Background: an optimization exercise with open tools, aiming at small area. Do not read the settings as production practice.
Function was checked by simulation only, so behaviour that the tests miss may differ from the original.
No activity file was given, so power comes from the tool's default toggle rates.

==> trial 86: inputs <==
==> flow/design.v (excerpt) <==
module top (
  input clk,
  input rst,
  input echo,
  input sw1,
  input sw2,
  output trig,
  output led3,
  output led5,
  output led7,
  output led2,
  output led1,
  output led4,
  output led6,
  output led8,
  output led9,
  output pwm,
  output sonido
);
==> module ContadorConTrigger, before the edit <==
module ContadorConTrigger(
    input wire clk,
    input wire rst,
    output reg trigger
);
reg [19:0] contador1;
parameter limite = 20'd500000;
always @(posedge clk) begin
    if (rst) begin
        contador1 <= 20'd0;
        trigger <= 1'b0;
    end else if (contador1 < limite) begin
        contador1 <= contador1 + 1;
        trigger <= 1;
    end else begin
        contador1 <= 0;
        trigger <= 0;
    end
end
endmodule
==> module ContadorConEcho, before the edit <==
module ContadorConEcho(
    input wire clk,            
    input wire rst,
    input wire echo,           
    output reg [19:0] contador2  
);
always @(posedge clk)
    begin
		if(rst)
			begin
				contador2<=20'd0;
			end
		else if(echo==1)
			begin
				contador2<=contador2+1;  
			end
		else
			begin
				contador2<=0;
			end
	end
endmodule
==> module contador, before the edit <==
module contador(
    input  clk_in,
    input  rst,
    output reg [23:0] count
);
parameter SIZE = 24;
parameter LIMIT = 24'd10000000;  
always@(posedge clk_in)
begin
  if(rst)
  begin
    count <= 0;
  end
  else if(count == LIMIT)
  begin
    count <= 0;
  end
  else
  begin
    count <= count + 1;
  end
end
endmodule
==> module duty, before the edit <==
module duty(
  input clk_in,
  input rst,
  input switch1,
  input switch2,
  output reg [23:0] duty
);
  reg [23:0] duty_temp;   
  reg [15:0] counter;     
  always @(posedge clk_in)
  begin
    if (rst)
    begin
      duty_temp <= 24'd20000;
      counter <= 16'd0;
    end
    else
    begin
      if (switch1 == 1'b1)
      begin
        if (counter < 20000)
          counter <= counter + 1;
        else if (duty_temp + 70 <= 120000)  
        begin
          duty_temp <= duty_temp + 70;   
          counter <= 16'd0;
        end
      end
      if (switch2 == 1'b1)
      begin
        duty_temp <= 24'd20000;  
        counter <= 16'd0;
      end
    end
  end
  always @*
  begin
    duty = duty_temp;
  end
endmodule
==> module ControlLed, before the edit <==
module ControlLed(
    input clk,
    input rst,
    input wire [19:0] contador2,
    output reg led1,
    output reg led2,
    output reg led3
);
parameter L1=20'd70000;  
parameter L1m=20'd45000;
parameter L2=20'd45000;  
parameter L2m=20'd20000;
parameter L3=20'd20000;  
parameter L3m=20'd1000;
reg h1, h2, h3;
always @*
	begin
		led1 = h1;
		led2 = h2;
		led3 = h3;
		if (contador2>L1m && contador2<L1)
			begin
				led1 = 0;
				led2 = 1;
				led3 = 1;
			end
		else if (contador2>L2m && contador2<L2)
			begin
				led1 = 1;
				led2 = 0;
				led3 = 1;
			end
		else if (contador2>L3m && contador2<L3)
			begin
				led1 = 1;
				led2 = 1;
				led3 = 0;
			end
	end
always @(posedge clk)
	begin
		if (rst)
			begin
				h1 <= 1'b1;
				h2 <= 1'b1;
				h3 <= 1'b1;
			end
		else
			begin
				h1 <= led1;
				h2 <= led2;
				h3 <= led3;
			end
	end
endmodule
==> module comparador, before the edit <==
module comparador (
    input clk,
    input rst,
    input [23:0] cont,
    input [23:0] dut,   
    output reg pwm
);
wire [23:0] cable1 = cont;
wire [23:0] cable2 = dut;   
always @(posedge clk)
begin
    if (rst)
        pwm <= 1'b0;
    else if (cable1 < cable2)
        pwm <= 1'b1;
    else
        pwm <= 1'b0;
end
endmodule
==> module top, before the edit <==
module top (
  input clk,
  input rst,
  input echo,
  input sw1,
  input sw2,
  output trig,
  output led3,
  output led5,
  output led7,
  output led2,
  output led1,
  output led4,
  output led6,
  output led8,
  output led9,
  output pwm,
  output sonido
);
  wire [19:0] s0;
  wire led1_temp;
  wire led6_temp;
  wire sonido_temp;
  wire [23:0] s1;
  wire [23:0] s2;
  ContadorConTrigger ContadorConTrigger_i0 (
    .clk( clk ),
    .rst( rst ),
    .trigger( trig )
  );
  ContadorConEcho ContadorConEcho_i1 (
    .clk( clk ),
    .rst( rst ),
    .echo( echo ),
    .contador2( s0 )
  );
  contador contador_i2 (
    .clk_in( clk ),
    .rst( rst ),
    .count( s1 )
  );
  duty duty_i3 (
    .clk_in( clk ),
    .rst( rst ),
    .switch1( sw1 ),
    .switch2( sw2 ),
    .duty( s2 )
  );
  ControlLed ControlLed_i4 (
    .clk( clk ),
    .rst( rst ),
    .contador2( s0 ),
    .led1( led1_temp ),
    .led2( led6_temp ),
    .led3( sonido_temp )
  );
  comparador comparador_i5 (
    .clk( clk ),
    .rst( rst ),
    .cont( s1 ),
    .dut( s2 ),
    .pwm( pwm )
  );
  assign led3 = led1_temp;
  assign led5 = led6_temp;
  assign led7 = sonido_temp;
  assign led2 = led1_temp;
  assign led1 = led1_temp;
  assign led4 = led6_temp;
  assign led6 = led6_temp;
  assign led8 = sonido_temp;
  assign led9 = sonido_temp;
  assign sonido = sonido_temp;
endmodule
export LEC_CHECK = 0
export CAP_MARGIN = 20
export CORE_MARGIN = 2
export CORE_UTILIZATION = 40
export SLEW_MARGIN = 20
create_clock -name core_clock -period 5.0 [get_ports {clk}]
run.sh (not shown) runs the stock make flow with config.mk's settings and CLKGATE_MAP_FILE= SYNTH_SCRIPT=/design/flow/synth_recipe.tcl, a recipe that flattens the netlist after the stock synthesis.
==> inputs of build 80, as changes to trial 86 <==
==> flow/design.v (replaced) <==
module top (
  input clk,
  input rst,
  input echo,
  input sw1,
  input sw2,
  output trig,
  output led3,
  output led5,
  output led7,
  output led2,
  output led1,
  output led4,
  output led6,
  output led8,
  output led9,
  output pwm,
  output sonido
);
  localparam [18:0] C1_T = 19'h32971;         
  reg  [18:0] c1;
  reg         trig_r;
  wire        c1_end = (c1 == C1_T);
  wire        c1_ld  = rst | c1_end;
  always @(posedge clk) begin
    c1     <= c1_ld ? 19'd0 : {c1[17:0], ~(c1[18] ^ c1[5])};
    trig_r <= ~c1_ld;
  end
  assign trig = trig_r;
  localparam [19:0] C2_1000  = 20'h184fe;
  localparam [19:0] C2_20000 = 20'hfcf73;
  localparam [19:0] C2_45000 = 20'hb683a;
  reg  [19:0] c2;
  wire        c2_fb = c2[19] ^ c2[16] ^ (c2[18:0] == 19'd0);
  always @(posedge clk)
    c2 <= (rst | ~echo) ? 20'd0 : {c2[18:0], c2_fb};
  wire ev_c = echo & (c2 == C2_1000);
  wire ev_b = echo & (c2 == C2_20000);
  wire ev_a = echo & (c2 == C2_45000);
  reg la, lb, lc;
  always @(posedge clk) begin
    if (rst) begin
      la <= 1'b1; lb <= 1'b1; lc <= 1'b1;
    end else if (ev_a | ev_b | ev_c) begin
      la <= ~ev_a; lb <= ~ev_b; lc <= ~ev_c;
    end
  end
  assign led1 = la; assign led2 = la; assign led3 = la;
  assign led4 = lb; assign led5 = lb; assign led6 = lb;
  assign led7 = lc; assign led8 = lc; assign led9 = lc; assign sonido = lc;
  localparam [6:0] L0 = 7'h00, L20 = 7'h3d, L30 = 7'h43, L69 = 7'h3b;
  reg  [6:0]  lc7;      
  reg  [17:0] hb;       
  wire        l_end  = (lc7 == L69);
  wire        p_end  = (lc7 == L30) & hb[17] & hb[13] & hb[11] & hb[10] & hb[9] & hb[3] & hb[0];
  wire        p_ld   = rst | p_end;
  always @(posedge clk) begin
    lc7 <= p_ld ? L20 : l_end ? L0 : {lc7[5:0], ~(lc7[6] ^ lc7[5])};
    hb  <= p_ld ? 18'd0 : hb + {17'd0, l_end};
  end
  reg [10:0] kd;
  reg [14:0] sub;
  wire sub_end = sub[14] & sub[11] & sub[10] & sub[9] & sub[5];      
  wire kd_end  = kd[10] & kd[9] & kd[7] & kd[5] & kd[4] & kd[1];      
  always @(posedge clk) begin
    if (rst | sw2) begin
      kd  <= 11'd286;
      sub <= 15'd0;
    end else if (sw1) begin
      if (!sub_end)
        sub <= sub + 15'd1;
      else if (!kd_end) begin
        kd  <= kd + 11'd1;
        sub <= 15'd0;
      end
    end
  end
  reg pwm_r;
  always @(posedge clk)
    pwm_r <= ~rst & (hb[17:11] == 7'd0) & (hb[10:0] < kd);
  assign pwm = pwm_r;
endmodule
==> out/qor.txt <==
power in sequential cells -> 770 uW
status -> no timing/DRC/antenna violations
Avg WL per Cell -> 13.2 um
synth cell count leaders -> 95 x dfxtp_1, 36 x and2_1, 31 x nand2_1
count of unique library cells instantiated by Yosys -> 52
clock buf count -> 9
Via Count -> 3181
power density of the placed cells -> 296 mW/mm^2
Place WS -> 2010 ps
Top Registers -> c2 x20, c1 x19, hb x18
met1 Use GR -> 20.9%
clock sink total -> 95
Worst R2R Setup Slack -> 2490 ps
Min Hold Slack -> 458 ps
Worst-Skew Late Latency -> 370 ps
worst path required time -> 5220 ps
Setup crit start kind -> input pin
-- figures above: build 80

==> out/qor.txt <==
met2 wire len -> 5700 um
Initial Util -> 40.6%
count of unique library cells instantiated by Yosys -> 69
Setup crit start kind -> flop
met3 Use GR -> 3.95%
power density of the placed cells -> 250 mW/mm^2
crit path time final -> 4020 ps
I/O Buffers -> 16
status -> no timing/DRC/antenna violations
Place WS -> 1350 ps
Reg2Reg Capture Point -> duty_i3.counter[11]
Avg WL per Cell -> 13.8 um
Worst-Skew Late Latency -> 350 ps
Worst Tran Pin Value -> 810 ps
power in sequential cells -> 871 uW
Top Registers -> contador_i2.count x24, duty_i3.duty_temp x23
clock sink total -> 108
Worst R2R Setup Slack -> 1470 ps
worst path required time -> 4000 ps
met1 Use GR -> 22.0%
clock buf count -> 12
synth cell count leaders -> 108 x dfxtp_1, 93 x nor2_1, 54 x nand2_1
-- figures above: trial 86

## re-timing with driven ports
The flow's constraints put no driver on any port. The routed layouts listed below were extracted and timed again, unchanged, in two steps. Step 1 (the two cells are an assumption about what drives the block):
set clk [get_ports {clk}]
set_driving_cell -lib_cell sky130_fd_sc_hd__clkbuf_16 $clk
set_driving_cell -lib_cell sky130_fd_sc_hd__buf_2 [delete_from_list [all_inputs] $clk]
Step 2 times the ports against the registers' clock, not the clock port: input delays grow and output delays shrink by t, the midpoint of the rising clock arrivals with the driver on. Three values: ideal ports, drivers, drivers and shift; two values: the first two.
run	t, ns	setup slack, ns	worst register clock-pin slew, ns	cell pins on the clock port's net
trial 86	0.386	0.982 / 0.941 / 1.327	0.07 / 0.07	1
build 80	0.392	2.398 / 2.402 / 2.010	0.11 / 0.11	1
After both steps setup and hold are still met in every run listed. For build 80, which loses most, drivers alone change the setup slack by +0.004 ns; drivers and shift together by -0.388 ns.
